What follows belongs to an exercise in optimizing a design on an open flow for small area and a short achievable clock period; a production flow would make more cautious choices.
Function was checked by simulation only, so behaviour that the tests miss may differ from the original.

==> flow/design.v (outline; a module is shown in full before it is edited, if it fits) <==
// module fetchStage2: 27 lines
// module depthconv2: 130 lines
// module pointconv2: 63 lines
// module dsconv_top: 31 lines
// module benc4: 8 lines
// module udec4: 7 lines
// module dsc_x3: 9 lines
// module bm4c: 704 lines
// module bmu: 710 lines
// module dsc_x3f: 144 lines
// module dsc_fa: 4 lines
// module dsc_ha: 4 lines
module dsconv_top(clk, reset, datasize, numOfOutmaps,
                  rddataF, rddataAddrF, addrF,
                  rddataweightD, addrweightD,
                  rddataweightP, addrweightP,
                  validP, outaddrP, outdataP, layer_doneP);
  // ...
==> flow/flow/run.sh <==
#!/bin/bash
# Standard layout, with the port buffers made from the small
# sky130_fd_sc_hd__buf_1 instead of the cell buffer_ports picks by default.
set -o pipefail
export BUFFER_PORTS_ARGS="-buffer_cell sky130_fd_sc_hd__buf_1"
bash standard.sh > standard.log 2>&1
==> flow/standard.sh <==
#!/bin/bash
# synth_recipe.tcl (not shown) runs the flow's synth.tcl, then flattens the netlist and writes it again
# the make line also repeats each setting of config.mk as NAME=value (left out here)
make -C /OpenROAD-flow-scripts/flow DESIGN_CONFIG=/design/flow/config.mk WORK_HOME=/design/flow/orfs CLKGATE_MAP_FILE= SYNTH_SCRIPT=/design/flow/synth_recipe.tcl "${@:-finish}"
==> flow/config.mk <==
export PLATFORM = sky130hd
export DESIGN_NAME = dsconv_top
export DESIGN_NICKNAME = dsconv_top
export VERILOG_FILES = /design/flow/design.v
export SDC_FILE = /design/flow/constraint.sdc
export NUM_CORES = 4
export LEC_CHECK = 0
export CAP_MARGIN = 20
export CORE_MARGIN = 2
export CORE_UTILIZATION = 45
export CTS_CLUSTER_DIAMETER = 80
export CTS_CLUSTER_SIZE = 30
export PLACE_DENSITY = 0.5
export SLEW_MARGIN = 20
export SYNTH_HIERARCHICAL = 1
export SYNTH_MINIMUM_KEEP_SIZE = 0
==> flow/constraint.sdc <==
create_clock -name core_clock -period 110.0 [get_ports {clk}]
set_input_delay 22.0000 -clock core_clock [delete_from_list [all_inputs] [get_ports {clk}]]
set_output_delay 22.0000 -clock core_clock [all_outputs]
set_load 0.01 [all_outputs]
==> flow_metrics.tcl, run 1 <==
set metrics [dict create \
    grt_setup_unrepaired "no" \
    worst-r2r-setup-slack_ns 87.26 \
    h-tree-depth 3 \
    sum_neg_setup_slack_ns 0 \
    tritoncts.num_buffers 75 \
    wire_length_of_the_first_global_routing_pass_um 748000 \
    ys_seq_area_share_pct 17.55 \
    worst_setup_hold_path_clk_slew_ns 0.10 \
    die_area_sq_um 269000 \
    timing.hold.worst.class "register to register" \
    die_boundary_height_um 518.6 \
    met2_routed_wl_um 219900 \
    synth_largest_type_area_fraction_pct 36.05 \
    combined_area_of_all_synthesized_cells_sq_um 119200 \
    grt_util_met2_pct 54.69 \
    synth_xor_xnor_area_share_pct 1.874 \
    post-route-util_pct 47.91 \
    worstPathCellList "buf_1" \
    synth_top_cells_by_area "fa_1 (36%), a222oi_1 (19%), edfxtp_1 (9.7%), ha_1 (8.3%), dfxtp_1 (7.9%)" \
    grt_antenna_before_repair 33 \
    seq_area_share_pct 16.60 \
    drc_errors 0 \
    flops_and_latches 853 \
    critPathLaunch "f0.waddr[0]" \
    first_global_vias 110271 \
    flip_flop_and_latch_count_after_synthesis 853 \
    initial_core_utilization_pct 45.32 \
    vias 104761 \
    nMultiInputCombCells 7631 \
    avgSynthCellArea_sq_um 11.65 \
    status "finished clean" \
    fin_skew_ns 0.1007 \
    gr-usage-met3_pct 11.73 \
]
==> module fetchStage2, before the edit <==
module fetchStage2(clk, reset, rddata, rddataPosition, addr, go, nz, nzposition, valid, layer_done);
    input               clk, reset, go;
    input [31:0]        rddata, rddataPosition;
    output logic [31:0] nz, nzposition;
    output logic [15:0] addr;
    output logic        valid, layer_done;
    logic [13:0]        waddr;
    assign addr = {waddr, 2'b00};
    always_ff @(posedge clk) begin
        if (reset) begin
            waddr <= 0;
            layer_done <= 0;
            nz <= 0;
            nzposition <= 0;
            valid <= 0;
        end else if (!layer_done) begin
            if (go) begin
                nz <= rddata;
                nzposition <= rddataPosition;
                waddr <= waddr + 1'b1;
                valid <= 1;
                if (&rddataPosition) layer_done <= 1;
            end else
                valid <= 0;
        end
    end
endmodule
==> module depthconv2, before the edit <==
module depthconv2(clk, reset, new_weight, weight_addr, nz, nzposition, valid_in, datasize,
                  layer_done_in, layer_done_out, rdy, valid_out, outdata, outdataPosition);
    input               clk, reset, valid_in, layer_done_in;
    input [31:0]        new_weight, nz, nzposition;
    input [5:0]         datasize;
    output logic [11:0] weight_addr;
    output logic        rdy, valid_out, layer_done_out;
    output logic [31:0] outdata, outdataPosition;
    logic               load_weights;
    logic [4:0]         prev_inmap;
    logic [9:0]         waddr;
    logic [2:0]         count, prev_count;
    logic [3:0]         en;
    logic [31:0]        kv0, kv1, kv2, kv3;
    logic [5:0]         d, dm1;
    logic [7:0]         k3;
    logic [8:0]         k5, k7;
    assign weight_addr = {waddr, 2'b00};
    wire [4:0] inmap = nzposition[31:27];
    wire [26:0] pos = nzposition[26:0];
    function automatic logic ge9(input [8:0] a, input [8:0] b);
        logic g;
        g = 1;
        for (int i = 0; i < 9; i++)
            g = (a[i] & !b[i]) | (a[i] & g) | (!b[i] & g);
        ge9 = g;
    endfunction
    wire [8:0] km [0:7];
    assign km[0] = 9'd0;
    assign km[1] = {3'b0, d};
    assign km[2] = {2'b0, d, 1'b0};
    assign km[3] = {1'b0, k3};
    assign km[4] = {1'b0, d, 2'b0};
    assign km[5] = k5;
    assign km[6] = {k3, 1'b0};
    assign km[7] = k7;
    wire [8:0] ph = pos[11:3];
    logic [2:0] qh, ql;
    logic [8:0] ksel1, ksel2;
    always_comb begin
        qh = 0;
        ksel1 = 0;
        for (int m = 1; m < 8; m++)
            if (ge9(ph, km[m])) begin qh = m; ksel1 = km[m]; end
    end
    wire [5:0] r1hi = ph[5:0] - ksel1[5:0];
    wire [8:0] r1 = {r1hi, pos[2:0]};
    always_comb begin
        ql = 0;
        ksel2 = 0;
        for (int m = 1; m < 8; m++)
            if (ge9(r1, km[m])) begin ql = m; ksel2 = km[m]; end
    end
    wire [5:0] col = r1[5:0] - ksel2[5:0];
    wire [5:0] row = {qh, ql};
    wire colfirst = (col == 0);
    wire collast = (col == dm1);
    wire hi = |pos[26:12];
    wire top = !hi & (row < dm1);
    wire bot = hi | (row != 0);
    wire [3:0] fl = {!colfirst & bot, !collast & bot, !colfirst & top, !collast & top} & en;
    wire s0 = fl[0];
    wire s1 = fl[1] & !fl[0];
    wire s2 = fl[2] & !fl[1] & !fl[0];
    wire s3 = fl[3] & !fl[2] & !fl[1] & !fl[0];
    wire calculations = valid_in | (|fl);
    assign valid_out = calculations;
    assign rdy = !((prev_inmap != inmap) | load_weights | calculations);
    wire [31:0] k = ({32{s0}} & kv0) | ({32{s1}} & kv1) | ({32{s2}} & kv2) | ({32{s3}} & kv3);
    wire [6:0] newposition = s1 ? 7'd1 : (s2 | s3) ? {1'b0, d} + {6'b0, s3} : 7'd0;
    function automatic logic [31:0] rsub(input [31:0] x, input [31:0] y);
        logic b;
        b = 0;
        for (int i = 0; i < 32; i++) begin
            rsub[i] = x[i] ^ y[i] ^ b;
            b = (!x[i] & y[i]) | (!x[i] & b) | (y[i] & b);
        end
    endfunction
    assign outdataPosition = rsub({5'b0, pos}, {25'b0, newposition});
    wire [31:0] nz3;
    wire [15:0] u1, u2, u3;
    dsc_x3f x0(.m(nz), .p(nz3));
    udec4 e0(.a(k), .s1(u1), .s2(u2), .s3(u3));
    bmu m0(.s1(u1), .s2(u2), .s3(u3), .m(nz), .m3(nz3), .p(outdata));
    always_ff @(posedge clk) begin
        if (reset) begin
            en <= 4'hF;
            load_weights <= 1;
            prev_inmap <= 0;
            waddr <= 0;
            prev_count <= 0;
            count <= 0;
            layer_done_out <= 0;
        end else if (!layer_done_in) begin
            prev_count <= count;
            prev_inmap <= inmap;
            if ((prev_inmap != inmap) & !load_weights) begin
                load_weights <= 1;
                waddr <= {3'b0, inmap, 2'b00};
                count <= 0;
            end
            if (load_weights) begin
                waddr <= waddr + 1'b1;
                count <= count + 1'b1;
                if (count >= 3) load_weights <= 0;
            end
            if (calculations & !load_weights) begin
                if (s0) en[0] <= 0;
                else if (s1) en[1] <= 0;
                else if (s2) en[2] <= 0;
                else if (s3) en[3] <= 0;
            end else
                en <= 4'hF;
        end else
            layer_done_out <= 1;
    end
    always_ff @(posedge clk) begin
        if (prev_count == 3'd0) kv0 <= new_weight;
        if (prev_count == 3'd1) kv1 <= new_weight;
        if (prev_count == 3'd2) kv2 <= new_weight;
        if (prev_count == 3'd3) kv3 <= new_weight;
    end
    always_ff @(posedge clk) begin
        d <= datasize;
        dm1 <= d - 1'b1;
        k3 <= {1'b0, d, 1'b0} + d;
        k5 <= {1'b0, d, 2'b0} + d;
        k7 <= {d, 3'b0} - d;
    end
endmodule
==> inputs of run 2 (changes only) <==
--- a/flow/design.v
+++ b/flow/design.v
@@ -18,3 +18,3 @@
                 nz <= rddata;
-                nzposition <= rddataPosition;
+                nzposition <= {rddataPosition[31:27], 15'b0, rddataPosition[11:0]};
                 waddr <= waddr + 1'b1;
@@ -84,5 +84,4 @@
     wire collast = (col == dm1);
-    wire hi = |pos[26:12];
-    wire top = !hi & (row < dm1);
-    wire bot = hi | (row != 0);
+    wire top = (row < dm1);
+    wire bot = (row != 0);
     wire [3:0] fl = {!colfirst & bot, !collast & bot, !colfirst & top, !collast & top} & en;
@@ -97,6 +96,6 @@
     wire [6:0] newposition = s1 ? 7'd1 : (s2 | s3) ? {1'b0, d} + {6'b0, s3} : 7'd0;
-    function automatic logic [31:0] rsub(input [31:0] x, input [31:0] y);
+    function automatic logic [11:0] rsub(input [11:0] x, input [11:0] y);
         logic b;
         b = 0;
-        for (int i = 0; i < 32; i++) begin
+        for (int i = 0; i < 12; i++) begin
             rsub[i] = x[i] ^ y[i] ^ b;
@@ -105,3 +104,3 @@
     endfunction
-    assign outdataPosition = rsub({5'b0, pos}, {25'b0, newposition});
+    assign outdataPosition = {20'b0, rsub(pos[11:0], {5'b0, newposition})};
     wire [31:0] nz3;
==> run 2 against run 1 <==
Compared with the run above: area after synthesis is 1.2% lower; global-route usage is 0.39 points lower; flip-flop and latch count is 15 lower; critical path type unchanged; register-to-register slack worse by 0.51 ns; highest routed layer unchanged; largest cell class unchanged.
==> flow_metrics.tcl, run 2 <==
set metrics [dict create \
    endpoint_kind_of_the_worst_setup_timing_path "output port" \
    grt_use_total_pct 36.37 \
    clock_path_buffers 4 \
    final_layout_size_suffix_gt1_share_pct 7.135 \
    grt_start_max_net_pins 133 \
    critPathBufInv 1 \
    cts_post_setup_buffers_inserted 0 \
    finalSetupViolCount 0 \
    multiInputGateArea_sq_um 90870 \
    regArea_sq_um 20620 \
    setup.worst_path.start_class "register" \
    status "finished clean" \
    max-slew-margin-rel_pct 16.13 \
    dr.pass1.iters 22 \
    layout_common_cells "a222oi_1 (2306), fa_1 (2146), ha_1 (771)" \
    gpl.final_weighted_congestion 0.9364 \
    die_area_sq_um 265700 \
    die_boundary_height_um 515.5 \
    hold_buffers 0 \
    initial_core_utilization_pct 45.29 \
    worstPathRequired_ns 88.00 \
    ys_warn_count 9 \
    clk_root_buf "clkbuf_16" \
    combined_area_of_all_synthesized_cells_sq_um 117700 \
    post_synth_inst_count 9969 \
    tritoncts.num_buffers 71 \
    gr-total-overflow 0 \
    core_area_sq_um 259900 \
    max_clock_freq_mhz 42.40 \
    hold_ws_ns 0.4734 \
    hpwlAfterDp_um 317100 \
    finalHoldViolations 0 \
    via_per_inst 7.816 \
    io_pins 473 \
    syn_to_layout_area_delta_pct 5.502 \
    layoutNonFillerInstCount 13092 \
    grt_antenna_before_repair 28 \
    period_minus_slack_ns 23.59 \
    tightestPinTransition_ns 1.258 \
    max_stage_delay_ns 0.49 \
    avgSynthCellArea_sq_um 11.81 \
    h-tree-depth 3 \
    first_global_vias 106662 \
    layout_top_registers "p0.f (256), p0.outdata (256)" \
    port_buffers 466 \
    cp_top_family "flip-flops" \
    wire_length_of_the_first_global_routing_pass_um 727100 \
    worstPathCellList "buf_1" \
    max_cap_viol_count 0 \
    grt_setup_unrepaired "no" \
    post-route-util_pct 47.78 \
    fin_skew_ns 0.07620 \
    placed_cells 12960 \
    rows 187 \
    worst_setup_hold_path_clk_slew_ns 0.09 \
    timing.hold.worst.class "register to register" \
    critical_path_peak_fanout 1 \
    sum_neg_setup_slack_ns 0 \
    timing.critical_path.arrival_ns 1.59 \
    layout.nets 12597 \
    critical_path.slowest_cell "dfxtp_1" \
    die_w_um 515.5 \
    ant_nets_after_route 0 \
    tritoncts "done" \
    maxSlewViolCount 0 \
    drc_errors 0 \
    layout_commonest_cell "a222oi_1" \
    critPathKind "register to output port" \
    part_of_the_cycle_the_worst_path_needs_pct 21.44 \
    clock_sinks 838 \
    detailed_route_wl_um 494400 \
    cts_resized 0 \
    vias 102326 \
    worst_skew_pair_latency_ns 0.87 \
    drtIter0Drc 28588 \
    layout.filler_cells 23427 \
    wl_per_cell_um 37.76 \
]
[run 2: changes by cell type in the layout (fill, tap and decap cells not counted), moves of 11 or more]
cell       change
a21oi_1       -12
a221o_1       +34
a22o_1        +30
conb_1        +20
dfxtp_1       -15
ha_1          -16
inv_1         -67
nand2_1       -54
nand2b_1      -13
nand4_1       -38
o2111ai_1     -37
o211ai_1      -40
o21ai_0       -11
[run 2: worst paths after layout]
path,start,endpoint,slack [ns],cells past startpoint
worst min-delay path,f0.valid,f0.valid,0.47,2
worst max-delay path,p0.outdata[93],outdataP[93],86.41,1
worst max register to register,f0.nzposition[8],p0.outdata[255],86.75,71
worst min register to register,f0.valid,f0.valid,0.47,2
[run 2: per-layer routing]
layer	vias up	global-route usage, %	wire length (um)	part of all wire (%)
met4	38	17.93	29240	5.9
met2	9469	53.64	210600	43
met1	51740	48.92	184400	37
li1	39404	-	-	-
met5	-	0.05479	250	0.051
met3	1675	10.38	69850	14
[run 2: tightest hold or removal path, cell delays in order (launching register included)]
cell and delay (ns):
dfxtp_1 0.33, nand2_1 0.05, a21oi_1 0.05
[run 2: layout make-up]
cell class | count | share of cell area, %
Antenna cell | 9 | 0.01813
Clock buffer | 79 | 1.514
Clock inverter | 44 | 0.5963
Inverter | 363 | 1.097
Multi-Input combinational cell | 7476 | 73.16
Sequential cell | 838 | 16.60
Tap cell | 3496 | 3.522
Timing Repair Buffer | 787 | 3.493
[run 2: metrics by stage]
step           setup slack [ns]  cell area [sq um]
2_1_floorplan             87.09             118100
3_3_place_gp              86.40             121600
3_5_place_dp              86.38             121600
4_1_cts                   86.34             124200
5_1_grt                   85.78             124200
6_report                  86.41             124200

[static timing again, ports no longer ideal]
The results above use ideal ports. As a check the final layouts listed here were re-extracted and re-timed, cells and wires unchanged.
Step 1: set_driving_cell puts a clkbuf_16 on clk and a buf_2 on each other input, an assumption about the parent block.
Step 2 times the ports against the registers' clock, not the clock port: input delays grow and output delays shrink by t, the midpoint of the rising clock arrivals with the driver on.
Three values: ideal, step 1, step 2; two values: the first two.
run | shift t [ns] | setup slack, ns | worst data-port slew with drivers (ns)
run 1 | 0.944 | 86.392 / 86.302 / 86.102 | 0.15
run 2 | 0.932 | 86.413 / 86.309 / 86.371 | 0.14
After both steps every run listed still meets setup and hold. For run 1, which loses most, drivers alone change the setup slack by -0.090 ns; drivers and shift together by -0.290 ns.
